What follows belongs to an exercise in optimizing a design on an open flow for small area, a short achievable clock period and few clock cycles per item; a production flow would make more cautious choices.
RTL that was checked went through simulation tests only; none was proved equivalent to the original.
Only the layout flow was run in runs 1 and 5 to 8; the RTL was not checked for function there.
Power is estimated from default activity; no workload was simulated.

**flow/flow/run.sh**
```bash
#!/bin/bash
# Standard layout, with the port buffers made from buf_2 cells.
set -euo pipefail
export BUFFER_PORTS_ARGS="-buffer_cell sky130_fd_sc_hd__buf_2"
bash standard.sh > standard.log 2>&1
```
**flow/standard.sh**
```bash
#!/bin/bash
# synth_recipe.tcl (not shown) runs the flow's synth.tcl, then flattens the netlist and writes it again
# the make line also repeats each setting of config.mk as NAME=value (left out here)
make -C /OpenROAD-flow-scripts/flow DESIGN_CONFIG=/design/flow/config.mk WORK_HOME=/design/flow/orfs CLKGATE_MAP_FILE= SYNTH_SCRIPT=/design/flow/synth_recipe.tcl "${@:-finish}"
```
**flow/config.mk**
```make
export PLATFORM = sky130hd
export DESIGN_NAME = FP16_div
export DESIGN_NICKNAME = FP16_div
export VERILOG_FILES = /design/flow/design.v
export SDC_FILE = /design/flow/constraint.sdc
export NUM_CORES = 4
export LEC_CHECK = 0
export CAP_MARGIN = 20
export CORE_MARGIN = 2
export CORE_UTILIZATION = 40
export SETUP_SLACK_MARGIN = 2.0
export SLEW_MARGIN = 20
```
**flow/constraint.sdc**
```tcl
create_clock -name core_clock -period 5.0 [get_ports {clk}]
set_input_delay 1.0000 -clock core_clock [delete_from_list [all_inputs] [get_ports {clk}]]
set_output_delay 1.0000 -clock core_clock [all_outputs]
set_load 0.01 [all_outputs]
```
**flow/design.v**
```verilog
`timescale 1ns / 1ps
module FP16_div(
    input [15:0]data_dividend,
    input [15:0]data_divisor,
    input input_valid,
    input clk,
    input rst,
    output [15:0]data_q,
    output reg output_update,
    output reg idle
    );
    reg found;               
    reg st;                  
    reg qr1, qr2;            
    reg s;                   
    reg rnd;                 
    reg [12:0] X;            
    reg [10:0] D;            
    reg [6:0] E;             
    reg [9:0] M;             
    wire busy = ~idle;
    wire load = input_valid & idle;
    wire [4:0] ea = data_dividend[14:10];
    wire [4:0] eb = data_divisor[14:10];
    wire ea_nz = |ea;
    wire eb_nz = |eb;
    wire [12:0] X_in = {2'b00, ea_nz, data_dividend[9:0]};
    wire [10:0] D_in = {eb_nz, data_divisor[9:0]};
    wire [6:0] E_in = {2'b00, ea} + {2'b00, ~eb} + {6'd0, ~ea_nz} + {6'd0, eb_nz} + 7'b1101111;    
    wire sub = ~X[12];
    wire [11:0] Dm = {1'b0, D} ^ {12{sub}};                    
    wire [11:0] X2 = {X[10:0], 1'b0};
    wire [11:0] Dd = {1'b0, D};
    wire [11:0] D2 = {D, 1'b0};
    wire [11:0] K = Dd ^ D2;
    wire [11:0] Pp = sub ? ~(Dd & D2) : (Dd | D2);
    wire [11:0] Gg = sub ? ~(Dd | D2) : (Dd & D2);
    wire [11:0] cs_s = X2 ^ K;
    wire [11:0] cs_c = (X2 & Pp) | Gg;
    wire [11:0] T1 = X[11:0] + Dm + {11'd0, sub};              
    wire [11:0] A = {X[10:0], 1'b0} + Dm + {11'd0, sub};       
    wire [11:0] B = cs_s + {cs_c[10:0], 1'b0} + {10'd0, sub, 1'b0};   
    wire q1 = ~T1[11];
    wire [11:0] T2 = (q1 == sub) ? B : A;
    wire q2 = ~T2[11];
    wire Dz = ~|D;
    wire dn = ~D[10];
    wire signed [6:0] Es = E;
    wire e_ovf = Es >= 32;
    wire e31 = E == 7'd31;
    wire e_zero = Es <= -11;
    wire e_m10 = Es == -10;
    wire e_m9 = Es == -9;
    wire e_den = (Es >= -8) & (Es <= 0);
    wire e1 = E == 7'd1;
    wire e2 = E == 7'd2;
    wire [3:0] mk = 4'd2 - E[3:0];                    
    wire [10:0] marker = 11'd1 << mk;
    wire [6:0] Ep1 = E + 7'd1;
    wire [6:0] Em1 = E - 7'd1;
    wire [6:0] Em2 = E - 7'd2;
    reg f2;
    reg [6:0] E2;
    reg [10:0] M2;
    always @(*) begin
        f2 = 1'b1;
        E2 = E;
        M2 = {M[8:0], qr1, qr2};
        if (~found) begin
            if (e_den) begin
                E2 = 7'd0;
                M2 = marker | {9'd0, qr1, qr2};
            end else if (e1) begin
                E2 = {6'd0, qr1};
                M2 = {9'd0, 1'b1, qr2};
            end else if (e2) begin
                E2 = qr1 ? 7'd2 : {6'd0, qr2};
                M2 = {9'd0, qr1, qr1 ? qr2 : 1'b1};
            end else if (qr1) begin
                M2 = {9'd0, 1'b1, qr2};
            end else if (qr2) begin
                E2 = Em1;
                M2 = 11'd1;
            end else begin
                E2 = Em2;
                M2 = 11'd0;
                f2 = 1'b0;
            end
        end
    end
    wire ovf = Dz | (~dn & (st ? (~found & e31 & qr1) : e_ovf));
    wire zero = ~dn & ~st & e_zero;
    wire fin_b = ~dn & (st ? M2[10] : e_m10);         
    wire fin_a = ~dn & (st ? (M2[9] & ~M2[10]) : e_m9);          
    wire done = ovf | zero | fin_a | fin_b;
    always @(posedge clk) begin
        if (rst) begin
            idle <= 1'b1;
            output_update <= 1'b0;
        end else if (load) begin
            idle <= 1'b0;
            output_update <= 1'b0;
        end else begin
            idle <= idle | done;
            output_update <= busy & done;
        end
    end
    always @(posedge clk) begin
        if (load) begin
            X <= X_in;
            D <= D_in;
            st <= 1'b0;
        end else if (dn) begin
            D <= {D[9:0], 1'b0};
        end else begin
            X <= {T2, 1'b0};
            st <= 1'b1;
        end
        qr1 <= q1;
        qr2 <= q2;
        rnd <= (fin_b & q1) | (fin_a & q2);
    end
    always @(posedge clk) begin
        if (load) begin
            s <= data_dividend[15] ^ data_divisor[15];
            E <= E_in;
            M <= 10'd0;
            found <= 1'b0;
        end else if (ovf) begin
            E <= 7'd30;
            M <= 10'h3ff;
        end else if (dn) begin
            E <= Ep1;
        end else if (~st) begin
            if (zero | fin_a | fin_b) begin
                E <= 7'd0;
                M <= {9'd0, fin_a & q1};
            end
        end else begin
            E <= E2;
            found <= f2;
            M <= fin_a ? {M2[8:0], q1} : M2[9:0];
        end
    end
    wire [14:0] EM = {E[4:0], M};
    wire sat = EM == 15'h7bff;
    wire [14:0] V = EM + {14'd0, rnd & ~sat};
    wire rzero = ~|{EM, rnd};
    assign data_q = {s & ~rzero, V};
endmodule
```
==> results_dict.tcl, run 1 <==
set metrics [dict create \
    max_stage_delay_ns 0.49 \
    synth-seq-cells 49 \
    required_ns 4.00 \
    num_rows 43 \
    viasPerCell 5.702 \
    die-area_mm2 0.01523 \
    finClkSkew_ns 0.01077 \
    hold_depth 1 \
    postSynthCellCount 676 \
    post_drt_wl_per_cell_um 18.20 \
    rr_worst_depth 11 \
    setup.worst_path.start_class "flip-flop" \
    ir_worst_vdd_mv 0.3658 \
    r2r-start "E[1]" \
    nets 916 \
    drt-total-wl_mm 17.66 \
    synth_fp_nets 803 \
    drc 0 \
    crit_chain "ha_4, nand4_1, o41a_1, ha_2, and3_4, nand3_4, or3_4, xnor2_2, buf_2" \
    hold_slack_ns 0.5528 \
    dp_hpwl_mm 11.91 \
    yosys.area.top_type "ha_1" \
    hp-class "flip-flop to flip-flop" \
    cp_top_family "simple AND/OR/NAND/NOR gates" \
    total_power_uw 6032 \
    crit_path_end_kind "primary output" \
    io_buffers 52 \
    clkTransAtPathRegs_ns 0.07 \
    drt_iter0_drc 364 \
    syn_area_per_cell_um2 8.438 \
    placed_area_mm2 0.006212 \
    fin_area_mm2 0.007629 \
    drv_cap 0 \
    clock_latency_ns 0.31 \
    power_leakage_uw 0.003307 \
    path_max_fanout 5 \
    hold_buffers 0 \
    grt_pass1_wl_mm 26.73 \
    fin_crit_ns 3.412 \
    drtAntennaViolNets 0 \
    dr.pass1.iters 4 \
    grt_start_max_net_pins 34 \
    setup_tns_ns 0 \
    min_period_over_period_pct 68.24 \
    yosys_warnings 1 \
    antenna_found_initial 0 \
    worstHoldStart "idle" \
    dp_slack_ns 1.414 \
    die-height_um 123.4 \
    worst_slew_pin_slew_ns 0.7590 \
    fmax_mhz 293.1 \
    setup_viol 0 \
    vias 5531 \
    cts_num_sinks 49 \
    synth_edf_count 29 \
    rsz0062_at_grt "true" \
    tritoncts "yes" \
    worstSetupPathType "flip-flop to primary output" \
    die_w_um 123.4 \
    cp.arrival_ns 2.41 \
    path_buf_inv 1 \
    synth.distinct_cells 65 \
    cts.path.max_buffers 2 \
    top_level_ports 53 \
    cts_root_buf "clkbuf_16" \
    grt_usage_pct 22.45 \
    final_layout_size_suffix_gt1_share_pct 34.30 \
    synth_top_cells_by_count "87 x ha_1, 52 x inv_1, 45 x nand2_1" \
    worst_slack_ns 1.588 \
    syn_to_final_growth_pct 33.74 \
    synth_area_mm2 0.005704 \
    start_util_pct 41.09 \
    async_reset_ff_share_pct 0 \
    r2r-end "E[1]" \
    cts_max_level 2 \
    synth.most_common_cell "ha_1" \
    slowest_stage "edfxtp_1" \
    relSlewSlack_pct 49.28 \
    synth_top_cell_area_share_pct 19.08 \
    grt_pass1_vias 5280 \
    hold_viol 0 \
    critical_path.startpoint "E[1]" \
    n_antenna_cell 0 \
    core_area_mm2 0.01388 \
    yosysSeqAreaShare_pct 22.29 \
    holdPathEnd "output_update" \
    p_per_area_mw_per_mm2 790.7 \
    grt-ovfl-total 0 \
    gp_congestion 0.9095 \
    rrSetupSlack_ns 1.65 \
    cts_inserted_buffers 5 \
    status "finished clean" \
    synth_area_leaders "ha_1 19%, edfxtp_1 15%, dfxtp_1 7.0%" \
    drv_slew 0 \
    synthFlopType "edfxtp_1" \
]
cells by family after synthesis:
logic type | share of synthesized area [%]
AOI/OAI and AO/OA | 20.27
xor gates and xnor gates | 10.90
adders and majority gates | 20.84
buffers and inverters | 5.681
DFF | 22.29
muxes | 2.128
and+or+nand+nor | 17.90
stage by stage:
| stage | utilization, % | cells |
|---|---|---|
| 6_report | 54.96 | 970 |
| 5_1_grt | 54.96 | 970 |
| 4_1_cts | 51.68 | 951 |
| 3_5_place_dp | 44.75 | 883 |
| 3_3_place_gp | 44.75 | 883 |
| 2_1_floorplan | - | 676 |
routing by layer:
layer / GRT usage, % / part of all wire, % / up-vias
met2: 36.06 / 47 / 135
met5: 0 / 0 / -
li1: - / - / 2684
met3: 3.367 / 4.9 / 19
met1: 31.50 / 46 / 2693
met4: 5.611 / 1.6 / 0
sequential cells by signal, summed over array words and instances, names as in the netlist:
signal / cells
qr2: 1
X: 13
qr1: 1
output_update: 1
E: 7
M: 10
st: 1
D: 11
found: 1
rnd: 1
s: 1
idle: 1
area by class of cell:
cell class                 count  area [µm²]
fill                        1217        6252
sequential                    49        1290
multi-input combinational    543        4763
clock inverter                 3       16.27
timing repair inverter         1       5.005
clock buffer                   5       125.1
timing repair buffer         135       984.7
tap                          180       225.2
inverter                      54       219.0
placed cells by master (no fill, tap or decap), types with 6 or more instances in the layout:
master	n
nor3_1	17
nor3_2	6
edfxtp_1	29
nand4_1	8
nand3_1	12
a21o_1	9
or3_1	9
buf_6	15
a31oi_1	12
nand2_1	41
mux2i_1	11
xor2_1	28
xnor2_2	11
a21oi_1	36
nor2b_1	6
a32oi_1	6
dfxtp_1	13
xnor2_1	32
buf_2	52
o21ai_1	7
o21ai_0	23
inv_2	12
ha_4	13
nand2b_1	13
ha_1	71
nor4_1	7
nor2_1	29
a211oi_1	8
inv_1	37
a21oi_2	8
o31ai_1	12
buf_4	64
worst max path at each step:
stage	endpoint	slack, ns	cells past startpoint
floorplan	E[1]	1.89	8
global route	data_q[12]	1.51	11
detailed placement	E[2]	1.41	8
global placement	E[2]	1.44	8
finish	data_q[11]	1.59	9
CTS	data_q[14]	1.64	9
power breakdown:
part | internal, µW | switching (µW) | leakage, µW
clock | 185 | 170 | 0.0000739
sequential | 655 | 288 | 0.000466
combinational | 2300 | 2440 | 0.00277
repair_timing:
action / CTS / global route
gates resized for setup: 95 / 65
gates cloned: 2 / 0
pin swaps: 42 / 49
endpoints found under the setup margin: 47 / 49
endpoints found under the hold margin: 0 / 0
buffers inserted: 58 / 19
==> inputs of run 2 (changes only) <==
--- a/flow/design.v
+++ b/flow/design.v
@@ -57,7 +57,5 @@
     wire [3:0] mk = 4'd2 - E[3:0];                    
     wire [10:0] marker = 11'd1 << mk;
-    wire [6:0] Ep1 = E + 7'd1;
-    wire [6:0] Em1 = E - 7'd1;
-    wire [6:0] Em2 = E - 7'd2;
+    wire [6:0] Eadj = E + (dn ? 7'd1 : {6'b111111, qr2});
     reg f2;
     reg [6:0] E2;
@@ -80,8 +78,8 @@
                 M2 = {9'd0, 1'b1, qr2};
             end else if (qr2) begin
-                E2 = Em1;
+                E2 = Eadj;
                 M2 = 11'd1;
             end else begin
-                E2 = Em2;
+                E2 = Eadj;
                 M2 = 11'd0;
                 f2 = 1'b0;
@@ -131,5 +129,5 @@
             M <= 10'h3ff;
         end else if (dn) begin
-            E <= Ep1;
+            E <= Eadj;
         end else if (~st) begin
             if (zero | fin_a | fin_b) begin
--- a/flow/config.mk
+++ b/flow/config.mk
@@ -9,4 +9,4 @@
 export CORE_MARGIN = 2
 export CORE_UTILIZATION = 40
-export SETUP_SLACK_MARGIN = 2.0
+export SETUP_SLACK_MARGIN = 1.25
 export SLEW_MARGIN = 20
==> run 2 against run 1 <==
Compared with the run above:
- global-route usage is 3.1 points lower
- power down 21%
- via count fell by 11%
- first-iteration DRC count rose by 0.27%
- largest power group unchanged
==> results_dict.tcl, run 2 <==
set metrics [dict create \
    final_layout_size_suffix_gt1_share_pct 12.37 \
    synth_top_cells_by_count "80 x ha_1, 55 x nand2_1, 49 x inv_1" \
    die-area_mm2 0.01485 \
    gp_congestion 0.8964 \
    power.share.combinational_pct 72.4 \
    mostFrequentLayoutCell "ha_1" \
    post_drt_wl_per_cell_um 16.46 \
    dp_slack_ns 0.9644 \
    synth.most_common_cell "ha_1" \
    rsz0062_at_grt "true" \
    required_ns 5.17 \
    synth.distinct_cells 73 \
    worst_slack_ns 1.406 \
    drv_slew 0 \
    fin_util_pct 44.67 \
    synth_fp_nets 775 \
    postSynthCellCount 654 \
    syn_area_per_cell_um2 8.496 \
    grt_start_max_net_pins 34 \
    worst_slew_pin_slew_ns 0.8611 \
    fmax_mhz 278.3 \
    synth_area_leaders "ha_1 18%, edfxtp_1 16%, dfxtp_1 7.2%" \
    cts_root_buf "clkbuf_16" \
    max_flop_register "X" \
    yosys_warnings 1 \
    min_period_over_period_pct 71.87 \
    cts_num_sinks 49 \
    crit_path_end_kind "flip-flop" \
    drt_iter0_drc 365 \
    finClkSkew_ns 0.01132 \
    io_buffers 52 \
    synthFlopType "edfxtp_1" \
    status "finished clean" \
    die-height_um 121.9 \
    setup.worst_path.start_class "flip-flop" \
    largest_reg_flops 13 \
    cts_max_level 2 \
    ir_worst_vdd_mv 0.3579 \
    grt-ovfl-total 0 \
    biggestRegsByFlops "X (13), D (11), M (10)" \
    top_layer "met4" \
    grt_pass1_vias 4534 \
    cp.arrival_ns 3.76 \
    antenna_found_initial 0 \
    num_rows 43 \
    synth-seq-cells 49 \
    grt_usage_pct 19.37 \
    power_leakage_uw 0.002724 \
    n_antenna_cell 0 \
    nets 815 \
    met3_wirelength_um 483 \
    drc 0 \
    vias 4910 \
    fin_area_mm2 0.006128 \
    p_seq_share_pct 20.0 \
    grt_pass1_wl_mm 22.71 \
    clkTransAtPathRegs_ns 0.08 \
    core_area_mm2 0.01372 \
    placed_area_mm2 0.005963 \
    route.met2.wl_mm 6.913 \
    total_power_uw 4788 \
    hold_viol 0 \
    dr.pass1.iters 5 \
    power_frac_clock_pct 7.7 \
    drv_cap 0 \
    syn_to_final_growth_pct 10.29 \
    wl_met1_mm 6.662 \
    top_level_ports 53 \
    yosysSeqAreaShare_pct 22.88 \
    p_sw_share_pct 49.04 \
    drt-total-wl_mm 14.40 \
    path_max_fanout 16 \
    fin_crit_ns 3.594 \
    drtAntennaViolNets 0 \
    setup_tns_ns 0 \
    dp_hpwl_mm 11.13 \
    clock_latency_ns 0.31 \
    start_util_pct 40.50 \
    cts_inserted_buffers 5 \
    synth_area_mm2 0.005557 \
    hp-class "flip-flop to flip-flop" \
    setup_viol 0 \
    synth_edf_count 29 \
    p_per_area_mw_per_mm2 781.2 \
    synth_top_cell_area_share_pct 18.01 \
    die_w_um 121.9 \
    relSlewSlack_pct 42.59 \
    p_sw_uw 2348 \
    layout_common_cells "80 x ha_1, 55 x nand2_1, 52 x buf_2" \
    async_reset_ff_share_pct 0 \
    fill_cells 1369 \
    tritoncts "yes" \
    p_int_uw 2440 \
    viasPerCell 5.611 \
    worstSetupPathType "flip-flop to flip-flop" \
    cts.path.max_buffers 2 \
    yosys.area.top_type "ha_1" \
]
[run 2: cell types whose count changed after synthesis, sizes merged, moves of 5 or more]
cell	before	now
ha	87	80
clkbuf	23	16
nor3	23	16
or3	11	3
a31oi	14	21
buf	7	12
nand2	45	55
a211oi	15	21
[run 2: kinds of logic (layout without fill, tap and decap cells)]
family / Yosys count / after routing / share of synthesized area [%]
AND/OR/NAND/NOR: 187 / 187 / 16.96
AO/OA/AOI/OAI: 178 / 178 / 21.91
multiplexers: 11 / 11 / 2.094
XOR/XNOR: 65 / 65 / 10.25
adder cells (fa/ha/maj): 86 / 86 / 20.18
buffers and inverters: 78 / 119 / 5.742
flip-flops: 49 / 49 / 22.88
[run 2: power groups by stage]
stage	sequential [µW]	combinational [µW]	clock, µW
2_1_floorplan	789	2820	0
3_3_place_gp	965	3340	0
3_5_place_dp	968	3420	0
6_report	956	3470	367
5_1_grt	984	3850	391
4_1_cts	960	3440	376
[run 2: metal layers]
metal	global-route usage, %	vias up
met5	0	-
met4	6.106	0
met3	3.090	27
met2	32.96	108
met1	25.13	2313
li1	-	2462
[run 2: layout make-up]
class                           count  area, µm²  area share (%)
Timing Repair inverter              1      5.005         0.08167
Multi-Input combinational cell    527       3969           64.76
Timing Repair Buffer               60      320.3           5.227
Clock buffer                        5      125.1           2.042
Sequential cell                    49       1272           20.76
Clock inverter                      3      20.02          0.3267
Tap cell                          180      225.2           3.675
Inverter                           50      191.4           3.124
[run 2: final timing paths]
kind	start	to	slack, ns	depth (start not counted)
min	idle	output_update	0.52	1
min reg2reg	idle	output_update	0.52	1
max	X[12]	X[4]	1.41	10
max reg2reg	X[12]	X[4]	1.41	10
[run 2: timing repair]
action / CTS / global route
setup endpoints to repair: 10 / 5
cloned: 0 / 1
resized for setup: 2 / 1
hold buffers: 0 / 0
setup buffers: 0 / 1
[run 2: critical path, cell delays in order (launching register included)]
cell	delay [ns]
dfxtp_2	0.64
xnor2_1	0.19
ha_1	0.32
a21o_1	0.19
a21oi_1	0.17
o21ai_0	0.16
o211a_1	0.28
a2111oi_4	0.62
buf_4	0.34
mux2_2	0.36
a21oi_1	0.15
[run 2: stage by stage]
| step | hold WS, ns | std cells |
|---|---|---|
| detailed placement | 0.5061 | 865 |
| global placement | 0.4959 | 865 |
| finish | 0.5198 | 875 |
| CTS | 0.5218 | 873 |
| floorplan | 0.5293 | 654 |
| global route | 0.5769 | 875 |
Testbench counts of run 2, summed over its fixed seeds: cycles 51,570, items 8,000.
==> inputs of run 3 (changes only) <==
--- a/flow/config.mk
+++ b/flow/config.mk
@@ -9,4 +9,4 @@
 export CORE_MARGIN = 2
 export CORE_UTILIZATION = 40
-export SETUP_SLACK_MARGIN = 1.25
+export SETUP_SLACK_MARGIN = 1.75
 export SLEW_MARGIN = 20
==> run 3 against run 2 <==
Compared with the run above:
- still clean
- setup slack better by 0.34 ns
- core utilization up 2.7 points
- clock power down 1%
==> results_dict.tcl, run 3 <==
set metrics [dict create \
    status "finished clean" \
    synth_top_cells_by_count "80 x ha_1, 55 x nand2_1, 49 x inv_1" \
    placed_area_mm2 0.005971 \
    fmax_mhz 307.6 \
    max_flop_register "X" \
    synth_top_cell_area_share_pct 18.01 \
    drv_cap 0 \
    die-area_mm2 0.01485 \
    grt_pass1_vias 4646 \
    setup_tns_ns 0 \
    fill_cells 1338 \
    synthFlopType "edfxtp_1" \
    post_drt_wl_per_cell_um 16.75 \
    clock_latency_ns 0.31 \
    async_reset_ff_share_pct 0 \
    crit_chain "buf_4, ha_1, a211oi_2, a31oi_1, ha_1, ha_2, inv_1, fa_2, nor2b_1, o21ai_1, a21boi_2, o21a_1, o21a_1, nor3_1, o22a_1" \
    synth.most_common_cell "ha_1" \
    worstSetupPathType "flip-flop to flip-flop" \
    vias 5083 \
    p_sw_share_pct 48.51 \
    synth_edf_count 29 \
    worst_slew_pin_slew_ns 0.6850 \
    top_level_ports 53 \
    p_seq_share_pct 18.0 \
    rsz0062_at_grt "true" \
    yosys.area.top_type "ha_1" \
    drt_iter0_drc 257 \
    clkTransAtPathRegs_ns 0.07 \
    drv_slew 0 \
    biggestRegsByFlops "X (13), D (11), M (10)" \
    hold_viol 0 \
    viasPerCell 5.586 \
    hp-class "flip-flop to flip-flop" \
    grt-ovfl-total 0 \
    dp_hpwl_mm 11.28 \
    tritoncts "yes" \
    p_int_uw 2609 \
    cp.arrival_ns 3.30 \
    drc 0 \
    max_stage_delay_ns 0.42 \
    mostFrequentLayoutCell "ha_1" \
    synth-seq-cells 49 \
    largest_reg_flops 13 \
    final_layout_size_suffix_gt1_share_pct 20.41 \
    grt_usage_pct 20.15 \
    setup.worst_path.start_class "flip-flop" \
    start_util_pct 40.50 \
    min_period_over_period_pct 65.02 \
    cts_num_sinks 49 \
    core_area_mm2 0.01372 \
    ir_worst_vdd_mv 0.3946 \
    drt-total-wl_mm 15.24 \
    syn_area_per_cell_um2 8.496 \
    yosys_warnings 1 \
    p_sw_uw 2458 \
    cts_root_buf "clkbuf_16" \
    required_ns 5.05 \
    grt_start_max_net_pins 34 \
    grt_pass1_wl_mm 23.65 \
    hold_buffers 0 \
    finClkSkew_ns 0.01483 \
    synth_area_leaders "ha_1 18%, edfxtp_1 16%, dfxtp_1 7.2%" \
    postSynthCellCount 654 \
    nets 850 \
    yosysSeqAreaShare_pct 22.88 \
    cts.path.max_buffers 2 \
    power_leakage_uw 0.002885 \
    p_per_area_mw_per_mm2 779.4 \
    gp_congestion 0.8954 \
    cts_inserted_buffers 5 \
    synth.distinct_cells 73 \
    synth_fp_nets 775 \
    io_buffers 52 \
    path_max_fanout 5 \
    crit_path_end_kind "flip-flop" \
    cp_top_family "compound AO/OA/AOI/OAI gates" \
    die-height_um 121.9 \
    path_buf_inv 2 \
    syn_to_final_growth_pct 17.00 \
    fin_crit_ns 3.251 \
    relSlewSlack_pct 54.03 \
    power.share.combinational_pct 74.8 \
    num_rows 43 \
    synth_area_mm2 0.005557 \
    n_antenna_cell 0 \
    drtAntennaViolNets 0 \
    layout_common_cells "76 x ha_1, 54 x nand2_1, 52 x buf_2" \
    antenna_found_initial 0 \
    cts_max_level 2 \
    slowest_stage "edfxtp_1" \
    power_frac_clock_pct 7.2 \
    setup_viol 0 \
    dr.pass1.iters 5 \
    die_w_um 121.9 \
    fin_area_mm2 0.006501 \
]
==> run 3: area by class of cell <==
cell class                      instances  area, µm²  area share [%]
Clock buffer                            6      128.9           1.982
Inverter                               50      191.4           2.945
Clock inverter                          2      13.76          0.2117
Multi-Input combinational cell        527       4058           62.41
Timing Repair Buffer                   95      583.1           8.968
Tap cell                              180      225.2           3.464
Timing Repair inverter                  1      7.507          0.1155
Sequential cell                        49       1294           19.90
==> run 3: power by group through the flow <==
stage | registers [µW] | logic [µW] | clock network [µW]
2_1_floorplan | 789 | 2830 | 0
3_3_place_gp | 968 | 3340 | 0
3_5_place_dp | 974 | 3420 | 0
4_1_cts | 926 | 3580 | 369
5_1_grt | 935 | 4190 | 381
6_report | 912 | 3790 | 363
==> run 3: final timing paths <==
path	startpoint	slack [ns]	end	depth (start not counted)
worst min-delay path	idle	0.52	output_update	1
worst max register to register	D[0]	1.75	X[9]	15
worst max-delay path	D[0]	1.75	X[9]	15
worst min register to register	idle	0.52	output_update	1
==> run 3: layer usage <==
layer	global-route usage (%)	part of all wire, %	up-vias
li1	-	-	2532
met1	26.73	46	2400
met2	34.15	49	134
met3	3.090	4.0	17
met4	5.316	1.6	0
met5	0	0	-
==> run 3: cell families (layout without fill, tap and decap cells) <==
family | Yosys count | after routing | share of synthesized area, %
flops | 49 | 49 | 22.88
simple gates | 187 | 187 | 16.96
compound gates | 178 | 178 | 21.91
xor+xnor | 65 | 65 | 10.25
mux | 11 | 11 | 2.094
fa+ha+maj | 86 | 86 | 20.18
buf+inv | 78 | 154 | 5.742
==> run 3: through the flow <==
stage / hold WS [ns] / util (%) / std cells / power [µW] / setup WS [ns]
after floorplan: 0.5293 / - / 654 / 3616 / 1.835
after global placement: 0.4971 / 43.52 / 866 / 4308 / 1.065
after detailed placement: 0.5066 / 43.52 / 866 / 4397 / 0.9762
after CTS: 0.5260 / 45.50 / 884 / 4876 / 1.681
after global routing: 0.5613 / 47.39 / 910 / 5503 / 1.598
final: 0.5228 / 47.39 / 910 / 5067 / 1.749
==> run 3: timing repair <==
action,CTS,global route
setup buffers,9,26
endpoints found under the setup margin,29,29
gates resized for setup,21,24
gates cloned,1,0
pin swaps,2,3
==> inputs of run 4 (changes only) <==
--- a/flow/config.mk
+++ b/flow/config.mk
@@ -9,4 +9,4 @@
 export CORE_MARGIN = 2
 export CORE_UTILIZATION = 40
-export SETUP_SLACK_MARGIN = 1.75
+export SETUP_SLACK_MARGIN = 1.5
 export SLEW_MARGIN = 20
==> run 4 against run 3 <==
Compared with the run above:
- final cell count is 3.5% lower
- routed wire length is 5.5% lower
- critical path depth is 1 higher
- register-to-register slack worse by 0.09 ns
- combinational power is 7.4% lower
- sequential power is 4.2% higher
- clock-buffer cell count is 1 lower
- power is 4.8% lower
- clock skew is 0.0038 ns lower
- worst hold slack worse by 0.0019 ns
- critical path type unchanged
==> results_dict.tcl, run 4 <==
set metrics [dict create \
    status "finished clean" \
    clkTransAtPathRegs_ns 0.08 \
    rsz0062_at_grt "true" \
    die_w_um 121.9 \
    holdPathEnd "output_update" \
    drtAntennaViolNets 0 \
    syn_to_final_growth_pct 11.15 \
    synth_area_mm2 0.005557 \
    vias 4917 \
    grt_pass1_wl_mm 22.85 \
    hold_viol 0 \
    setup_viol 0 \
    hp-class "flip-flop to flip-flop" \
    syn_area_per_cell_um2 8.496 \
    synth-seq-cells 49 \
    ir_worst_vdd_mv 0.3579 \
    grt-ovfl-total 0 \
    synth_fp_nets 775 \
    n_antenna_cell 0 \
    power_leakage_uw 0.002740 \
    io_buffers 52 \
    rr_worst_depth 16 \
    drt-total-wl_mm 14.40 \
    postSynthCellCount 654 \
    synth_top_cells_by_count "80 x ha_1, 55 x nand2_1, 49 x inv_1" \
    cp.arrival_ns 3.41 \
    async_reset_ff_share_pct 0 \
    largest_reg_flops 13 \
    yosys_warnings 1 \
    cts_inserted_buffers 5 \
    p_per_area_mw_per_mm2 781.2 \
    min_period_over_period_pct 66.82 \
    fin_area_mm2 0.006176 \
    worst_slew_pin_slew_ns 0.8437 \
    rrSetupSlack_ns 1.66 \
    drc 0 \
    r2r-end "X[9]" \
    setup.worst_path.start_class "flip-flop" \
    path_max_fanout 4 \
    drv_cap 0 \
    viasPerCell 5.600 \
    grt_usage_pct 19.51 \
    clock_latency_ns 0.31 \
    hold_buffers 0 \
    die-area_mm2 0.01485 \
    yosys.area.top_type "ha_1" \
    drt_iter0_drc 390 \
    dp_hpwl_mm 11.13 \
    max_stage_delay_ns 0.46 \
    cts_num_sinks 49 \
    cts.path.max_buffers 2 \
    die-height_um 121.9 \
    antenna_found_initial 0 \
    core_area_mm2 0.01372 \
    layout_common_cells "79 x ha_1, 55 x nand2_1, 52 x buf_2" \
    finClkSkew_ns 0.01101 \
    gp_congestion 0.8964 \
    tritoncts "yes" \
    fill_cells 1370 \
    start_util_pct 40.50 \
    fmax_mhz 299.3 \
    multi_input_area_mm2 0.003981 \
    required_ns 5.07 \
    crit_chain "inv_1, ha_1, inv_1, a211oi_1, a31oi_1, ha_1, ha_1, inv_1, fa_1, nor2b_1, o21ai_0, a21boi_1, o21a_1, o21a_1, nor3_1, o22a_1" \
    max_flop_register "X" \
    top_level_ports 53 \
    yosysSeqAreaShare_pct 22.88 \
    fin_crit_ns 3.341 \
    synthFlopType "edfxtp_1" \
    placed_area_mm2 0.005963 \
    grt_start_max_net_pins 34 \
    synth_top_cell_area_share_pct 18.01 \
    cts_root_buf "clkbuf_16" \
    post_drt_wl_per_cell_um 16.40 \
    crit_path_end_kind "flip-flop" \
    worstHoldStart "idle" \
    final_layout_size_suffix_gt1_share_pct 13.90 \
    num_rows 43 \
    drv_slew 0 \
    area.sequential_mm2 0.001285 \
    setup_tns_ns 0 \
    synth_edf_count 29 \
    cts_max_level 2 \
    synth_area_leaders "ha_1 18%, edfxtp_1 16%, dfxtp_1 7.2%" \
    synth.most_common_cell "ha_1" \
    biggestRegsByFlops "X (13), D (11), M (10)" \
    slowest_stage "edfxtp_1" \
    worstSetupPathType "flip-flop to flip-flop" \
    synth.distinct_cells 73 \
    r2r-start "D[1]" \
    mostFrequentLayoutCell "ha_1" \
    dr.pass1.iters 5 \
    hold_depth 1 \
    relSlewSlack_pct 43.75 \
    grt_pass1_vias 4563 \
    nets 818 \
]
-- run 4: cell counts after synthesis --
Identical to the previous run, type by type.
-- run 4: metrics by stage --
| step | instances | worst slack (ns) | hold WS, ns | util [%] | total power [µW] |
|---|---|---|---|---|---|
| after floorplan | 654 | 1.702 | 0.5293 | - | 3613 |
| after global placement | 865 | 1.066 | 0.4959 | 43.47 | 4305 |
| after detailed placement | 865 | 0.9644 | 0.5061 | 43.47 | 4387 |
| after CTS | 876 | 1.507 | 0.5218 | 44.77 | 4807 |
| after global routing | 878 | 1.484 | 0.5769 | 45.02 | 5267 |
| final | 878 | 1.659 | 0.5209 | 45.02 | 4825 |
-- run 4: layout make-up --
cell class	count	area share (%)
timing repair buffer	63	5.551
clock buffer	5	2.026
multi-input combinational	527	64.47
inverter	50	3.100
timing repair inverter	1	0.08104
tap	180	3.647
clock inverter	3	0.3241
sequential	49	20.81
-- run 4: routing by layer --
metal	global-route usage, %	share of wire [%]	vias to the layer above
met5	0	0	-
met4	6.394	2.4	0
li1	-	-	2473
met2	33.10	48	99
met1	25.30	46	2318
met3	3.090	3.3	27
-- run 4: repair_timing --
action,CTS,global route
pin swaps,0,2
hold endpoints to repair,0,0
endpoints found under the setup margin,25,8
resized for setup,7,8
buffers inserted,2,2
gates cloned,1,0
-- run 4: logic make-up (layout without fill, tap and decap cells) --
logic type | count (synthesis) | count (layout) | synth area share (%)
and+or+nand+nor | 187 | 187 | 16.96
AOI/OAI and AO/OA | 178 | 178 | 21.91
adders and majority gates | 86 | 86 | 20.18
buffers and inverters | 78 | 122 | 5.742
xor gates and xnor gates | 65 | 65 | 10.25
DFF | 49 | 49 | 22.88
muxes | 11 | 11 | 2.094
-- run 4: worst max path at each step --
stage	startpoint	to	depth (start not counted)	slack (ns)
2_1_floorplan	X[12]	X[9]	16	1.70
3_3_place_gp	X[12]	X[9]	14	1.07
3_5_place_dp	X[12]	X[9]	14	0.96
4_1_cts	M[2]	data_q[12]	10	1.51
5_1_grt	D[1]	X[9]	16	1.48
6_report	D[1]	X[9]	16	1.66
-- run 4: critical path, delay by kind of cell (launching register included) --
kind                       cells  cell delay [ns]
AOI/OAI and AO/OA              7             1.07
adders and majority gates      4             1.11
buffers and inverters          3             0.30
DFF                            1             0.46
and+or+nand+nor                2             0.17
-- run 4: power by group --
part / switching (µW) / total, µW / internal [µW]
logic: 1890 / 3510 / 1620
clock network: 178 / 366 / 188
registers: 292 / 950 / 658
==> inputs of run 5 (changes only) <==
--- a/flow/design.v
+++ b/flow/design.v
@@ -28,7 +28,30 @@
     wire [10:0] D_in = {eb_nz, data_divisor[9:0]};
     wire [6:0] E_in = {2'b00, ea} + {2'b00, ~eb} + {6'd0, ~ea_nz} + {6'd0, eb_nz} + 7'b1101111;    
+    function [11:0] add12;
+        input [11:0] a, b;
+        input c;
+        reg [11:0] g, p, G, P;
+        reg [12:0] cy;
+        integer i;
+        begin
+            g = a & b;
+            p = a ^ b;
+            G = g; P = p;
+            G[0] = g[0] | (p[0] & c);
+            P[0] = 1'b0;
+            for (i = 1; i < 12; i = i + 2) begin G[i] = G[i] | (P[i] & G[i-1]); P[i] = P[i] & P[i-1]; end
+            for (i = 3; i < 12; i = i + 4) begin G[i] = G[i] | (P[i] & G[i-2]); P[i] = P[i] & P[i-2]; end
+            G[7] = G[7] | (P[7] & G[3]); P[7] = P[7] & P[3];
+            G[11] = G[11] | (P[11] & G[7]);
+            G[5] = G[5] | (P[5] & G[3]);
+            G[9] = G[9] | (P[9] & G[7]);
+            for (i = 2; i < 12; i = i + 2) begin G[i] = G[i] | (P[i] & G[i-1]); end
+            cy = {G, c};
+            add12 = p ^ cy[11:0];
+        end
+    endfunction
     wire sub = ~X[12];
     wire [11:0] Dm = {1'b0, D} ^ {12{sub}};                    
-    wire [11:0] X2 = {X[10:0], 1'b0};
+    wire [11:0] X2 = {X[10:0], sub};                   
     wire [11:0] Dd = {1'b0, D};
     wire [11:0] D2 = {D, 1'b0};
@@ -38,7 +61,7 @@
     wire [11:0] cs_s = X2 ^ K;
     wire [11:0] cs_c = (X2 & Pp) | Gg;
-    wire [11:0] T1 = X[11:0] + Dm + {11'd0, sub};              
-    wire [11:0] A = {X[10:0], 1'b0} + Dm + {11'd0, sub};       
-    wire [11:0] B = cs_s + {cs_c[10:0], 1'b0} + {10'd0, sub, 1'b0};   
+    wire [11:0] T1 = add12(X[11:0], Dm, sub);              
+    wire [11:0] A = add12({X[10:0], 1'b0}, Dm, sub);       
+    wire [11:0] B = add12(cs_s, {cs_c[10:0], 1'b0}, sub);   
     wire q1 = ~T1[11];
     wire [11:0] T2 = (q1 == sub) ? B : A;
==> run 5 against run 4 <==
Compared with the run above:
- setup slack worse by 0.25 ns
- combinational power down 11%
- sequential share of layout area down 0.36 points
- non-clock buffer count up 22
- maximum frequency down 6.9%
- first-iteration DRC count down 26%
- core utilization up 2.5 points
- synthesized cell count down 4.1%
- highest routed layer unchanged
- power down 9.0%
- clock skew down 0.0031 ns
- sequential power down 4.3%
- still clean on timing, DRC and antenna
==> results_dict.tcl, run 5 <==
set metrics [dict create \
    synth_fp_nets 744 \
    yosysSeqAreaShare_pct 23.77 \
    biggestRegsByFlops "X (13), D (11), M (10)" \
    setup_tns_ns 0 \
    r2r-start "D[1]" \
    dr.pass1.iters 5 \
    die-height_um 119.6 \
    die-area_mm2 0.01431 \
    max_flop_register "X" \
    syn_to_final_growth_pct 16.68 \
    path_max_fanout 3 \
    nets 804 \
    grt-ovfl-total 0 \
    vias 4761 \
    viasPerCell 5.510 \
    fill_cells 1295 \
    top_layer "met4" \
    drv_slew 0 \
    clkTransAtPathRegs_ns 0.08 \
    dp_cells 828 \
    status "finished clean" \
    p_per_area_mw_per_mm2 703.4 \
    top_level_ports 53 \
    final_layout_size_suffix_gt1_share_pct 20.64 \
    synth-compound-area-share_pct 21.43 \
    hold_viol 0 \
    layout_common_cells "61 x ha_1, 56 x inv_1, 52 x buf_2" \
    drc 0 \
    worst_slew_pin_slew_ns 0.8342 \
    wl_met1_mm 6.646 \
    clock_latency_ns 0.31 \
    postSynthCellCount 627 \
    synth_top_cell_area_share_pct 16.28 \
    drt_iter0_drc 290 \
    min_period_over_period_pct 71.77 \
    synth_top_cells_by_count "66 x ha_1, 60 x inv_1, 51 x nand2_1" \
    cp_top_family "compound AO/OA/AOI/OAI gates" \
    core_area_mm2 0.01314 \
    synth_top_family_by_area "compound AO/OA/AOI/OAI gates" \
    grt_start_max_net_pins 31 \
    drt-total-wl_mm 14.61 \
    synth_edf_count 29 \
    worstSetupPathType "flip-flop to flip-flop" \
    area.sequential_mm2 0.001276 \
    synthFlopType "edfxtp_1" \
    rr_worst_depth 17 \
    fin_util_pct 47.50 \
    async_reset_ff_share_pct 0 \
    cts_inserted_buffers 5 \
    start_util_pct 40.71 \
    num_rows 42 \
    worstSetupEndpoint "rnd" \
    synth.distinct_cells 66 \
    io_buffers 52 \
    crit_path_end_kind "flip-flop" \
    fmax_mhz 278.7 \
    cts_max_level 2 \
    gp_congestion 0.8826 \
    cp.arrival_ns 3.79 \
    r2r-end "rnd" \
    placed_area_mm2 0.005734 \
    multi_input_area_mm2 0.003850 \
    path_buf_inv 1 \
    crit_top_cell "xnor2_2" \
    met3_wirelength_um 528 \
    n_antenna_cell 0 \
    grt_pass1_wl_mm 23.60 \
    cts_root_buf "clkbuf_16" \
    critical_path.startpoint "D[1]" \
    antenna_found_initial 0 \
    cts_num_sinks 49 \
    total_power_uw 4390 \
    relSlewSlack_pct 44.31 \
    dp_hpwl_mm 10.59 \
    syn_area_per_cell_um2 8.531 \
    final_cell_count_no_fill 864 \
    crit_chain "buf_4, ha_1, a211oi_1, a31oi_1, ha_1, o21ai_1, nand2b_1, a21o_1, a21oi_4, o21ai_2, a31o_2, fa_2, xnor2_2, xnor2_2, xnor2_2, o22ai_1, a21o_1" \
    muxShareOfSynthArea_pct 1.380 \
    tritoncts "yes" \
    grt_pass1_vias 4673 \
    setup_viol 0 \
    yosys_warnings 1 \
    fin_crit_ns 3.589 \
    yosys.area.top_type "edfxtp_1" \
    yosys.area_share.simple_pct 15.09 \
    crit_cells 17 \
    post_drt_wl_per_cell_um 16.91 \
    drtAntennaViolNets 0 \
    rrSetupSlack_ns 1.41 \
    hp-class "flip-flop to flip-flop" \
    synth-seq-cells 49 \
    required_ns 5.20 \
    drv_cap 0 \
    largest_reg_flops 13 \
    fin_area_mm2 0.006241 \
    power_leakage_uw 0.002714 \
    synth.most_common_cell "ha_1" \
    synth-xor-area-share_pct 9.825 \
    cts.path.max_buffers 2 \
    rsz0062_at_grt "true" \
    grt_usage_pct 20.77 \
    slowest_stage "edfxtp_1" \
    max_stage_delay_ns 0.43 \
    synthAdderAreaFrac_pct 21.43 \
    synth_area_leaders "edfxtp_1 16%, ha_1 15%, dfxtp_1 7.5%" \
    ir_worst_vdd_mv 0.2901 \
    mostFrequentLayoutCell "ha_1" \
    finClkSkew_ns 0.007884 \
    die_w_um 119.6 \
    setup.worst_path.start_class "flip-flop" \
    synth_area_mm2 0.005349 \
    route.met2.wl_mm 7.074 \
]
==> run 5: cell type report <==
cell class              instances  share of cell area (%)
multi-input cells             484                   61.69
flip-flops and latches         49                   20.45
repair buffers                 85                   8.260
inverters                      62                   3.809
well taps                     176                   3.528
clock buffers                   6                   2.065
clock inverters                 2                  0.2005
==> run 5: worst min-delay path by stage <==
stage	start	endpoint	slack, ns	cells after the start
after floorplan	X[11]	X[11]	0.51	2
after global placement	X[11]	X[11]	0.54	2
after detailed placement	X[11]	X[11]	0.57	2
after CTS	X[11]	X[11]	0.58	2
after global routing	X[11]	X[11]	0.59	2
final	X[11]	X[11]	0.58	2
==> run 5: metal layers <==
metal  vias to the layer above  global-route usage [%]
li1                       2351                       -
met1                      2272                   26.52
met2                       114                   35.25
met3                        24                   2.947
met4                         0                   8.456
met5                         -                       0
==> run 5: repair_timing <==
item,4_1_cts,5_1_grt
setup buffers,18,10
pin swaps,10,19
gates cloned,0,0
gates resized for setup,14,23
endpoints found under the setup margin,17,20
hold buffers,0,0
==> run 5: cell families after synthesis <==
| kind of cell | after synthesis |
|---|---|
| adder cells (fa/ha/maj) | 82 |
| flip-flops | 49 |
| XOR/XNOR | 60 |
| AND/OR/NAND/NOR | 165 |
| buffers and inverters | 94 |
| AO/OA/AOI/OAI | 170 |
| multiplexers | 7 |
==> run 5: per-stage QoR <==
step	hold WS, ns	setup WS, ns
final	0.5791	1.411
after detailed placement	0.5670	1.151
after CTS	0.5793	1.402
after global placement	0.5392	1.269
after floorplan	0.5149	1.508
after global routing	0.5928	1.184
==> run 5: tightest hold or removal path, stage by stage (launching register included) <==
cell     delay (ns)
dfxtp_1        0.31
inv_1          0.10
o22ai_1        0.11
==> run 5: power breakdown <==
part | switching [µW] | internal, µW | total (µW)
combinational | 1680 | 1440 | 3120
clock | 170 | 187 | 357
sequential | 268 | 641 | 909
total | 2120 | 2270 | 4390
==> inputs of run 6 (changes only) <==
--- a/flow/design.v
+++ b/flow/design.v
@@ -15,5 +15,5 @@
     reg s;                   
     reg rnd;                 
-    reg [12:0] X;            
+    reg [11:0] X;            
     reg [10:0] D;            
     reg [6:0] E;             
@@ -25,46 +25,28 @@
     wire ea_nz = |ea;
     wire eb_nz = |eb;
-    wire [12:0] X_in = {2'b00, ea_nz, data_dividend[9:0]};
+    wire [11:0] X_in = {1'b0, ea_nz, data_dividend[9:0]};
     wire [10:0] D_in = {eb_nz, data_divisor[9:0]};
     wire [6:0] E_in = {2'b00, ea} + {2'b00, ~eb} + {6'd0, ~ea_nz} + {6'd0, eb_nz} + 7'b1101111;    
-    function [11:0] add12;
-        input [11:0] a, b;
-        input c;
-        reg [11:0] g, p, G, P;
-        reg [12:0] cy;
-        integer i;
-        begin
-            g = a & b;
-            p = a ^ b;
-            G = g; P = p;
-            G[0] = g[0] | (p[0] & c);
-            P[0] = 1'b0;
-            for (i = 1; i < 12; i = i + 2) begin G[i] = G[i] | (P[i] & G[i-1]); P[i] = P[i] & P[i-1]; end
-            for (i = 3; i < 12; i = i + 4) begin G[i] = G[i] | (P[i] & G[i-2]); P[i] = P[i] & P[i-2]; end
-            G[7] = G[7] | (P[7] & G[3]); P[7] = P[7] & P[3];
-            G[11] = G[11] | (P[11] & G[7]);
-            G[5] = G[5] | (P[5] & G[3]);
-            G[9] = G[9] | (P[9] & G[7]);
-            for (i = 2; i < 12; i = i + 2) begin G[i] = G[i] | (P[i] & G[i-1]); end
-            cy = {G, c};
-            add12 = p ^ cy[11:0];
-        end
-    endfunction
-    wire sub = ~X[12];
-    wire [11:0] Dm = {1'b0, D} ^ {12{sub}};                    
-    wire [11:0] X2 = {X[10:0], sub};                   
+    wire [11:0] nD = ~{1'b0, D};
+    wire [11:0] X2 = {X[10:0], 1'b0};
+    wire [11:0] A = X[11:0] + nD + 12'd1;                      
+    wire [11:0] B = X2 + nD + 12'd1;                           
+    wire [11:0] D2 = {D, 1'b0};
     wire [11:0] Dd = {1'b0, D};
-    wire [11:0] D2 = {D, 1'b0};
-    wire [11:0] K = Dd ^ D2;
-    wire [11:0] Pp = sub ? ~(Dd & D2) : (Dd | D2);
-    wire [11:0] Gg = sub ? ~(Dd | D2) : (Dd & D2);
-    wire [11:0] cs_s = X2 ^ K;
-    wire [11:0] cs_c = (X2 & Pp) | Gg;
-    wire [11:0] T1 = add12(X[11:0], Dm, sub);              
-    wire [11:0] A = add12({X[10:0], 1'b0}, Dm, sub);       
-    wire [11:0] B = add12(cs_s, {cs_c[10:0], 1'b0}, sub);   
-    wire q1 = ~T1[11];
-    wire [11:0] T2 = (q1 == sub) ? B : A;
-    wire q2 = ~T2[11];
+    wire [11:0] X2c = {X[10:0], 1'b1};
+    wire [11:0] cs_s = X2c ^ Dd ^ D2;
+    wire [11:0] cs_c = (X2c & ~(Dd & D2)) | ~(Dd | D2);
+    wire [11:0] C = cs_s + {cs_c[10:0], 1'b0} + 12'd1;         
+    wire q1 = ~A[11];
+    wire q2 = q1 ? ~C[11] : ~B[11];
+    reg [10:0] P;            
+    always @(*) begin
+        case ({q1, q2})
+            2'b00: P = {X[9:0], 1'b0};
+            2'b01: P = B[10:0];
+            2'b10: P = {A[9:0], 1'b0};
+            default: P = C[10:0];
+        endcase
+    end
     wire Dz = ~|D;
     wire dn = ~D[10];
@@ -135,5 +117,5 @@
             D <= {D[9:0], 1'b0};
         end else begin
-            X <= {T2, 1'b0};
+            X <= {P, 1'b0};
             st <= 1'b1;
         end
--- a/flow/config.mk
+++ b/flow/config.mk
@@ -9,4 +9,4 @@
 export CORE_MARGIN = 2
 export CORE_UTILIZATION = 40
-export SETUP_SLACK_MARGIN = 1.5
+export SETUP_SLACK_MARGIN = 1.75
 export SLEW_MARGIN = 20
==> run 6 against run 5 <==
Compared with the run above:
- non-clock buffer count unchanged
- power increased by 14%
- setup slack better by 0.34 ns
- sequential power is 5.8% lower
- clock skew grew 0.0010 ns
- core utilization is 1.9 points higher
- combinational power up 21%
- sequential share of layout area down 0.25 points
- sequential cell count decreased by 1
- critical path depth shrank 4
- final cell count is 0.35% lower
- critical path type unchanged
- highest routed layer unchanged
==> results_dict.tcl, run 6 <==
set metrics [dict create \
    rsz0062_at_grt "true" \
    fmax_mhz 307.9 \
    largest_reg_flops 12 \
    relSlewSlack_pct 36.65 \
    yosys.area.top_type "edfxtp_1" \
    synth.distinct_cells 75 \
    nets 786 \
    yosys_warnings 1 \
    cts_num_sinks 48 \
    drc 0 \
    power_leakage_uw 0.002640 \
    power.share.combinational_pct 75.4 \
    status "finished clean" \
    async_reset_ff_share_pct 0 \
    drt-total-wl_mm 15.30 \
    worstSetupPathType "flip-flop to flip-flop" \
    p_seq_share_pct 17.2 \
    yosys.area_share.simple_pct 20.19 \
    crit_path_end_kind "flip-flop" \
    hold_buffers 0 \
    max_flop_register "X" \
    n_antenna_cell 0 \
    dr.pass1.iters 5 \
    die_w_um 118.4 \
    viasPerCell 5.850 \
    setup_viol 0 \
    die-height_um 118.4 \
    hold_slack_ns 0.5060 \
    muxShareOfSynthArea_pct 2.153 \
    finClkSkew_ns 0.008919 \
    drt_iter0_drc 338 \
    path_max_fanout 6 \
    final_layout_size_suffix_gt1_share_pct 21.77 \
    hp-class "flip-flop to flip-flop" \
    min_period_over_period_pct 64.95 \
    mostFrequentLayoutCell "nand2_1" \
    syn_to_final_growth_pct 19.68 \
    cts_max_level 2 \
    multi_input_area_mm2 0.003968 \
    biggestRegsByFlops "X (12), D (11), M (10)" \
    gr-usage-met2_pct 35.95 \
    use_met3_pct 2.413 \
    cts_inserted_buffers 5 \
    fill_cells 1236 \
    p_int_uw 2589 \
    area.sequential_mm2 0.001265 \
    grt_usage_pct 21.40 \
    fin_util_pct 49.41 \
    synthFlopType "edfxtp_1" \
    grt-ovfl-total 0 \
    postSynthCellCount 621 \
    clkTransAtPathRegs_ns 0.08 \
    required_ns 5.06 \
    p_sw_share_pct 48.06 \
    synth-seq-cells 48 \
    top_usage_layer "met2" \
    fin_crit_ns 3.248 \
    synth-xor-area-share_pct 8.682 \
    synth_fp_nets 719 \
    start_util_pct 41.29 \
    p_sw_uw 2396 \
    worst_slew_pin_slew_ns 0.9479 \
    clock_latency_ns 0.30 \
    grt_use_met1_pct 28.20 \
    layout_common_cells "66 x nand2_1, 52 x buf_2, 46 x nor2_1" \
    setup.worst_path.start_class "flip-flop" \
    top_level_ports 53 \
    cts_root_buf "clkbuf_16" \
    grt_start_max_net_pins 47 \
    post_drt_wl_per_cell_um 17.77 \
    hold_viol 0 \
    gp_congestion 0.8844 \
    io_buffers 52 \
    synth_area_leaders "edfxtp_1 17%, ha_1 11%, dfxtp_1 7.3%" \
    drv_cap 0 \
    antenna_found_initial 0 \
    drv_slew 0 \
    yosysSeqAreaShare_pct 23.92 \
    synth_top_family_by_area "compound AO/OA/AOI/OAI gates" \
    syn_area_per_cell_um2 8.424 \
    synth_top_cell_area_share_pct 16.65 \
    ir_worst_vdd_mv 0.3637 \
    power_frac_clock_pct 7.4 \
    setup_tns_ns 0 \
    cts.path.max_buffers 2 \
    total_power_uw 4985 \
    synth-compound-area-share_pct 22.77 \
    dp_hpwl_mm 10.83 \
    synth_edf_count 29 \
    grt_pass1_wl_mm 24.39 \
    vias 5037 \
    p_per_area_mw_per_mm2 796.2 \
    grt_pass1_vias 4865 \
    synth_area_mm2 0.005231 \
    die-area_mm2 0.01401 \
    drtAntennaViolNets 0 \
    cp.arrival_ns 3.31 \
    num_rows 41 \
    tritoncts "yes" \
    core_area_mm2 0.01267 \
    synth_top_cells_by_count "66 x nand2_1, 48 x ha_1, 46 x nor2_1" \
    synthAdderAreaFrac_pct 17.22 \
    synth.most_common_cell "nand2_1" \
]
[run 6: cell types whose count changed in the layout (fill, tap and decap cells not counted), moves of 7 or more]
cell     previous run  this run
ha_1               61        44
nor2_1             38        46
nand2_1            51        66
o21ai_0            13        27
a31oi_1            15         5
inv_1              56        26
a21oi_1            44        37
[run 6: final timing paths]
kind	slack, ns	cells past startpoint	startpoint	to
hold reg to reg	0.51	1	idle	output_update
setup / recovery	1.75	13	D[2]	X[1]
setup reg to reg	1.75	13	D[2]	X[1]
hold / removal	0.51	1	idle	output_update
[run 6: layer usage]
layer / wire, µm / vias up / share of wire [%]
met1: 6825 / 2427 / 45
met3: 726 / 32 / 4.7
li1: - / 2409 / -
met5: 0 / - / 0
met2: 7367 / 169 / 48
met4: 378 / 0 / 2.5
[run 6: logic make-up (layout without fill, tap and decap cells)]
logic type / Yosys count / after routing
simple gates: 217 / 219
compound gates: 168 / 168
fa+ha+maj: 63 / 63
buf+inv: 63 / 128
xor+xnor: 51 / 52
flops: 48 / 48
mux: 11 / 11
[run 6: area by class of cell]
type                            count  area share [%]
Tap cell                          172           3.437
Sequential cell                    48           20.20
Timing Repair Buffer               85           8.433
Clock buffer                        5           1.998
Multi-Input combinational cell    513           63.37
Inverter                           35           2.138
Clock inverter                      3          0.4197
[run 6: worst max-delay path: stages (launching register included)]
cell and delay, ns:
edfxtp_1 0.41, inv_2 0.10, fa_1 0.47, ha_4 0.30, a21bo_4 0.23, a211oi_4 0.24
o2111ai_2 0.19, a31oi_4 0.27, xnor2_4 0.10, buf_12 0.18, buf_6 0.12, mux2_4 0.27
nand3_2 0.07, nand2_1 0.06
[run 6: repair_timing]
action | in CTS | in global routing
resized for setup | 33 | 27
setup buffers | 24 | 5
pin swaps | 14 | 12
cloned | 1 | 2
endpoints found under the hold margin | 0 | 0
setup endpoints to repair | 27 | 17
[run 6: power groups by stage]
stage | Clock (µW) | Sequential [µW] | Combinational (µW)
after floorplan | 0 | 729 | 2450
after detailed placement | 0 | 903 | 2910
after CTS | 371 | 839 | 3410
after global routing | 385 | 880 | 4080
after global placement | 0 | 901 | 2850
final | 369 | 856 | 3760
[run 6: per-stage QoR]
| step | area [µm²] | instances | setup WS [ns] |
|---|---|---|---|
| after global placement | 5603 | 821 | 1.247 |
| after global routing | 6261 | 861 | 1.649 |
| after CTS | 6076 | 854 | 1.643 |
| after detailed placement | 5603 | 821 | 1.103 |
| final | 6261 | 861 | 1.752 |
| after floorplan | 5233 | 621 | 1.761 |
==> inputs of run 7 (changes only) <==
--- a/flow/config.mk
+++ b/flow/config.mk
@@ -9,4 +9,4 @@
 export CORE_MARGIN = 2
 export CORE_UTILIZATION = 40
-export SETUP_SLACK_MARGIN = 1.75
+export SETUP_SLACK_MARGIN = 1.5
 export SLEW_MARGIN = 20
==> run 7 against run 6 <==
Compared with the run above:
- area after synthesis unchanged
- critical path depth unchanged
- clock power down 4%
- first-iteration DRC count down 12%
- setup slack worse by 0.16 ns
- power down 5.9%
- clock skew down 0.0037 ns
- core utilization down 2.0 points
- sequential power up 0.9%
- largest power group unchanged
- register-to-register slack worse by 0.16 ns
- global-route usage down 0.44 points
- sequential share of layout area up 0.74 points
==> results_dict.tcl, run 7 <==
set metrics [dict create \
    die-area_mm2 0.01401 \
    r2r-end "X[3]" \
    slowest_stage "edfxtp_1" \
    required_ns 5.03 \
    multi_input_area_mm2 0.003801 \
    yosysSeqAreaShare_pct 23.92 \
    path_buf_inv 3 \
    largest_reg_flops 12 \
    syn_to_final_growth_pct 14.90 \
    grt_pass1_vias 4773 \
    synth_area_leaders "edfxtp_1 17%, ha_1 11%, dfxtp_1 7.3%" \
    drt_iter0_drc 297 \
    cts_num_sinks 48 \
    grt_usage_pct 20.95 \
    setup_tns_ns 0 \
    path_max_fanout 5 \
    start_util_pct 41.29 \
    synth.distinct_cells 75 \
    antenna_found_initial 0 \
    synth_edf_count 29 \
    final_layout_size_suffix_gt1_share_pct 17.28 \
    power_leakage_uw 0.002556 \
    r2r-start "D[2]" \
    worstHoldStart "idle" \
    synth_fp_nets 719 \
    layout_common_cells "66 x nand2_1, 52 x buf_2, 48 x ha_1" \
    rr_worst_depth 13 \
    synthFlopType "edfxtp_1" \
    hp-class "flip-flop to flip-flop" \
    n_antenna_cell 0 \
    hold_depth 1 \
    grt_pass1_wl_mm 23.74 \
    synth_top_cell_area_share_pct 16.65 \
    cts.path.max_buffers 2 \
    ir_worst_vdd_mv 0.2944 \
    async_reset_ff_share_pct 0 \
    grt_start_max_net_pins 47 \
    dp_hpwl_mm 10.92 \
    dp_slack_ns 1.114 \
    nets 774 \
    setup.worst_path.start_class "flip-flop" \
    cp_top_family "compound AO/OA/AOI/OAI gates" \
    gp_congestion 0.8903 \
    syn_area_per_cell_um2 8.424 \
    rsz0062_at_grt "false" \
    dr.pass1.iters 5 \
    worst_slew_pin_slew_ns 0.9375 \
    fin_crit_ns 3.403 \
    vias 4853 \
    synth_area_mm2 0.005231 \
    drt-total-wl_mm 14.97 \
    hold_viol 0 \
    finClkSkew_ns 0.005225 \
    cts_max_level 2 \
    p_per_area_mw_per_mm2 780.2 \
    clkTransAtPathRegs_ns 0.07 \
    die_w_um 118.4 \
    viasPerCell 5.716 \
    hold_buffers 0 \
    clock_latency_ns 0.30 \
    synth_top_cells_by_count "66 x nand2_1, 48 x ha_1, 46 x nor2_1" \
    rrSetupSlack_ns 1.60 \
    drv_cap 0 \
    cts_root_buf "clkbuf_16" \
    io_buffers 52 \
    tritoncts "yes" \
    yosys_warnings 1 \
    area.sequential_mm2 0.001259 \
    worstSetupPathType "flip-flop to flip-flop" \
    crit_chain "inv_4, fa_1, ha_1, a21bo_1, a211oi_4, o2111ai_2, a31oi_4, buf_12, xnor2_4, buf_12, mux2i_1, and2_0, o31ai_1" \
    min_period_over_period_pct 68.06 \
    grt-ovfl-total 0 \
    fmax_mhz 293.8 \
    cp.arrival_ns 3.43 \
    crit_top_cell "buf_12" \
    postSynthCellCount 621 \
    holdPathEnd "output_update" \
    drtAntennaViolNets 0 \
    placed_area_mm2 0.005603 \
    post_drt_wl_per_cell_um 17.64 \
    max_stage_delay_ns 0.45 \
    synth.most_common_cell "nand2_1" \
    fill_cells 1269 \
    drv_slew 0 \
    cts_inserted_buffers 5 \
    core_area_mm2 0.01267 \
    num_rows 41 \
    yosys.area.top_type "edfxtp_1" \
    top_level_ports 53 \
    relSlewSlack_pct 37.05 \
    crit_path_end_kind "flip-flop" \
    setup_viol 0 \
    biggestRegsByFlops "X (12), D (11), M (10)" \
    worst_slack_ns 1.597 \
    status "finished clean" \
    max_flop_register "X" \
    drc 0 \
    fin_area_mm2 0.006011 \
    synth-seq-cells 48 \
    mostFrequentLayoutCell "nand2_1" \
    die-height_um 118.4 \
]
-- run 7: cell types whose count changed in the layout (fill, tap and decap cells not counted), sizes merged --
cell / delta
clkinvlp: +2
or3: -2
inv: -2
buf: -10
-- run 7: kinds of logic (layout without fill, tap and decap cells) --
group	count (synthesis)	count (layout)	synth area share (%)
compound gates	168	168	22.77
xor+xnor	51	52	8.682
fa+ha+maj	63	63	17.22
buf+inv	63	118	5.070
flops	48	48	23.92
mux	11	11	2.153
simple gates	217	217	20.19
-- run 7: per-layer routing --
metal / routed length (µm) / part of all wire, % / vias to the layer above / track usage, %
met3: 787 / 5.3 / 21 / 2.317
met1: 6588 / 44 / 2290 / 26.49
li1: - / - / 2387 / -
met4: 231 / 1.5 / 0 / 5.949
met5: 0 / 0 / - / 0
met2: 7367 / 49 / 155 / 37.50
-- run 7: stage by stage --
stage / instances / utilization [%] / power [µW] / hold WS (ns)
after detailed placement: 821 / 44.22 / 3810 / 0.5037
after CTS: 838 / 46.33 / 4480 / 0.5111
after floorplan: 621 / - / 3178 / 0.4946
final: 849 / 47.44 / 4690 / 0.5052
after global routing: 849 / 47.44 / 5045 / 0.5488
after global placement: 821 / 44.22 / 3747 / 0.4865
-- run 7: layout make-up --
| type | count | share of cell area, % |
|---|---|---|
| multi-input combinational | 511 | 63.24 |
| sequential | 48 | 20.94 |
| timing repair buffer | 75 | 7.619 |
| tap | 172 | 3.580 |
| inverter | 35 | 2.227 |
| clock buffer | 5 | 2.082 |
| clock inverter | 3 | 0.3122 |
-- run 7: worst max-delay path by stage --
| stage | from | to | slack, ns | depth (start not counted) |
|---|---|---|---|---|
| global placement | D[1] | X[10] | 1.26 | 11 |
| floorplan | E[1] | data_q[14] | 1.74 | 10 |
| detailed placement | D[1] | X[10] | 1.11 | 11 |
| finish | D[2] | X[3] | 1.60 | 13 |
| CTS | M[6] | data_q[14] | 1.50 | 9 |
| global route | D[2] | X[3] | 1.47 | 13 |
-- run 7: repair_timing --
action                     in CTS  in global routing
pin swaps                       2                  2
setup endpoints to repair      23                 17
gates cloned                    1                  0
resized for setup               7                 16
setup buffers                   8                 11
-- run 7: power breakdown --
part           internal (µW)  switching (µW)  total (µW)
Combinational           1630            1840        3470
Clock                    184             170         355
Sequential               618             246         864
Total                   2430            2260        4690
==> inputs of run 8 (changes only) <==
--- a/flow/design.v
+++ b/flow/design.v
@@ -57,7 +57,8 @@
     wire e_m10 = Es == -10;
     wire e_m9 = Es == -9;
-    wire e_den = (Es >= -8) & (Es <= 0);
+    wire e_den = (Es >= -8) & (Es <= 1);
     wire e1 = E == 7'd1;
-    wire e2 = E == 7'd2;
+    wire e_m8 = Es == -8;
+    wire e_m7 = Es == -7;
     wire [3:0] mk = 4'd2 - E[3:0];                    
     wire [10:0] marker = 11'd1 << mk;
@@ -72,12 +73,6 @@
         if (~found) begin
             if (e_den) begin
-                E2 = 7'd0;
+                E2 = {6'd0, e1 & qr1};
                 M2 = marker | {9'd0, qr1, qr2};
-            end else if (e1) begin
-                E2 = {6'd0, qr1};
-                M2 = {9'd0, 1'b1, qr2};
-            end else if (e2) begin
-                E2 = qr1 ? 7'd2 : {6'd0, qr2};
-                M2 = {9'd0, qr1, qr1 ? qr2 : 1'b1};
             end else if (qr1) begin
                 M2 = {9'd0, 1'b1, qr2};
@@ -94,6 +89,6 @@
     wire ovf = Dz | (~dn & (st ? (~found & e31 & qr1) : e_ovf));
     wire zero = ~dn & ~st & e_zero;
-    wire fin_b = ~dn & (st ? M2[10] : e_m10);         
-    wire fin_a = ~dn & (st ? (M2[9] & ~M2[10]) : e_m9);          
+    wire fin_b = ~dn & (st ? (found ? M[8] : e_m8) : e_m10);               
+    wire fin_a = ~dn & (st ? (found ? (M[7] & ~M[8]) : e_m7) : e_m9);     
     wire done = ovf | zero | fin_a | fin_b;
     always @(posedge clk) begin
==> run 8 against run 7 <==
Compared with the run above:
- still clean
- final cell count decreased by 2.8%
- routed wire length shrank 1.7%
- worst hold slack gained 0.026 ns
- largest cell class unchanged
- largest power group unchanged
- highest routed layer unchanged
==> results_dict.tcl, run 8 <==
set metrics [dict create \
    drtAntennaViolNets 0 \
    worstSetupPathType "flip-flop to flip-flop" \
    cts_inserted_buffers 5 \
    grt_start_max_net_pins 26 \
    path_max_fanout 5 \
    mostFrequentLayoutCell "nand2_1" \
    fin_crit_ns 3.357 \
    top_level_ports 53 \
    final_cell_count_no_fill 825 \
    hold_buffers 0 \
    synth.most_common_cell "nand2_1" \
    cp_top_family "compound AO/OA/AOI/OAI gates" \
    synth-seq-cells 48 \
    power_leakage_uw 0.002428 \
    yosysSeqAreaShare_pct 24.26 \
    antenna_found_initial 0 \
    die_w_um 117.6 \
    start_util_pct 40.87 \
    vias 4804 \
    postSynthCellCount 607 \
    status "finished clean" \
    crit_path_end_kind "flip-flop" \
    cts.path.max_buffers 2 \
    drt_iter0_drc 364 \
    hold_slack_ns 0.5310 \
    synth_edf_count 29 \
    setup.worst_path.start_class "flip-flop" \
    syn_to_final_growth_pct 12.30 \
    required_ns 5.05 \
    drv_cap 0 \
    core_area_mm2 0.01262 \
    relSlewSlack_pct 42.45 \
    largest_reg_flops 12 \
    synth_top_cell_area_share_pct 16.89 \
    num_rows 41 \
    drv_slew 0 \
    slowest_stage "fa_1" \
    syn_area_per_cell_um2 8.497 \
    grt-ovfl-total 0 \
    grt_usage_pct 21.36 \
    clock_latency_ns 0.30 \
    fin_util_pct 45.90 \
    layout_common_cells "56 x nand2_1, 54 x nor2_1, 52 x buf_2" \
    gp_congestion 1.010 \
    final_layout_size_suffix_gt1_share_pct 16.85 \
    setup_viol 0 \
    drc 0 \
    yosys.area.top_type "edfxtp_1" \
    yosys_warnings 1 \
    clkTransAtPathRegs_ns 0.07 \
    cts_root_buf "clkbuf_16" \
    rsz0062_at_grt "false" \
    dp_hpwl_mm 11.33 \
    cp.arrival_ns 3.41 \
    grt_pass1_wl_mm 24.27 \
    grt_pass1_vias 4717 \
    io_buffers 52 \
    biggestRegsByFlops "X (12), D (11), M (10)" \
    cts_max_level 2 \
    viasPerCell 5.823 \
    synth_area_leaders "edfxtp_1 17%, ha_1 12%, dfxtp_1 7.4%" \
    async_reset_ff_share_pct 0 \
    die-area_mm2 0.01382 \
    synth.distinct_cells 72 \
    synth_fp_nets 705 \
    tritoncts "yes" \
    worst_slew_pin_slew_ns 0.8622 \
    die-height_um 117.6 \
    p_per_area_mw_per_mm2 725.7 \
    post_drt_wl_per_cell_um 17.84 \
    setup_tns_ns 0 \
]
## run 8: final timing paths
kind / from / cells after the start / to
max: D[3] / 11 / X[6]
min: idle / 1 / output_update
max reg2reg: D[3] / 11 / X[6]
min reg2reg: idle / 1 / output_update
## run 8: timing repair
action                                  4_1_cts  5_1_grt
gates resized for setup                       6       14
cloned                                        0        0
buffers inserted                              6        2
pin swaps                                     1        2
endpoints found under the setup margin       16       12
## run 8: final cells by class
type / count / area (µm²)
Clock buffer: 5 / 125.1
Clock inverter: 3 / 22.52
Fill cell: 1264 / 6828
Inverter: 42 / 157.7
Multi-Input combinational cell: 492 / 3672
Sequential cell: 48 / 1256
Tap cell: 172 / 215.2
Timing Repair Buffer: 63 / 342.8
## run 8: power breakdown
part / internal (µW) / switching (µW)
registers: 628 / 235
clock network: 187 / 162
logic: 1280 / 1710
total: 2100 / 2110
## run 8: metal layers
| metal | up-vias | track usage, % | wire length (µm) | part of all wire, % |
|---|---|---|---|---|
| li1 | 2338 | - | - | - |
| met1 | 2265 | 29.43 | 6659 | 45 |
| met2 | 182 | 34.69 | 6827 | 46 |
| met3 | 19 | 4.118 | 1002 | 6.8 |
| met4 | 0 | 5.045 | 227 | 1.5 |
| met5 | - | 0 | 0 | 0 |
## run 8: cells by family (layout without fill, tap and decap cells)
group / after synthesis / in the layout / share of synthesized area [%]
simple gates: 203 / 203 / 19.34
compound gates: 172 / 172 / 23.90
buf+inv: 67 / 113 / 5.386
fa+ha+maj: 63 / 63 / 17.47
xor+xnor: 50 / 50 / 8.855
flops: 48 / 48 / 24.26
mux: 4 / 4 / 0.8006
## run 8: metrics by stage
stage / area (µm²) / power [µW] / setup slack [ns]
global route: 5792 / 4562 / 1.501
global placement: 5535 / 3617 / 1.056
CTS: 5744 / 4122 / 1.532
detailed placement: 5535 / 3651 / 0.9457
floorplan: 5157 / 2985 / 1.834
finish: 5792 / 4203 / 1.643

Check on run 8: ideal ports give 1.643 ns setup slack; a clkbuf_16 on the clock port and buf_2 on the inputs give 1.643 ns; moving port delays by the midpoint clock arrival (0.335 ns) as well gives 1.601 ns.
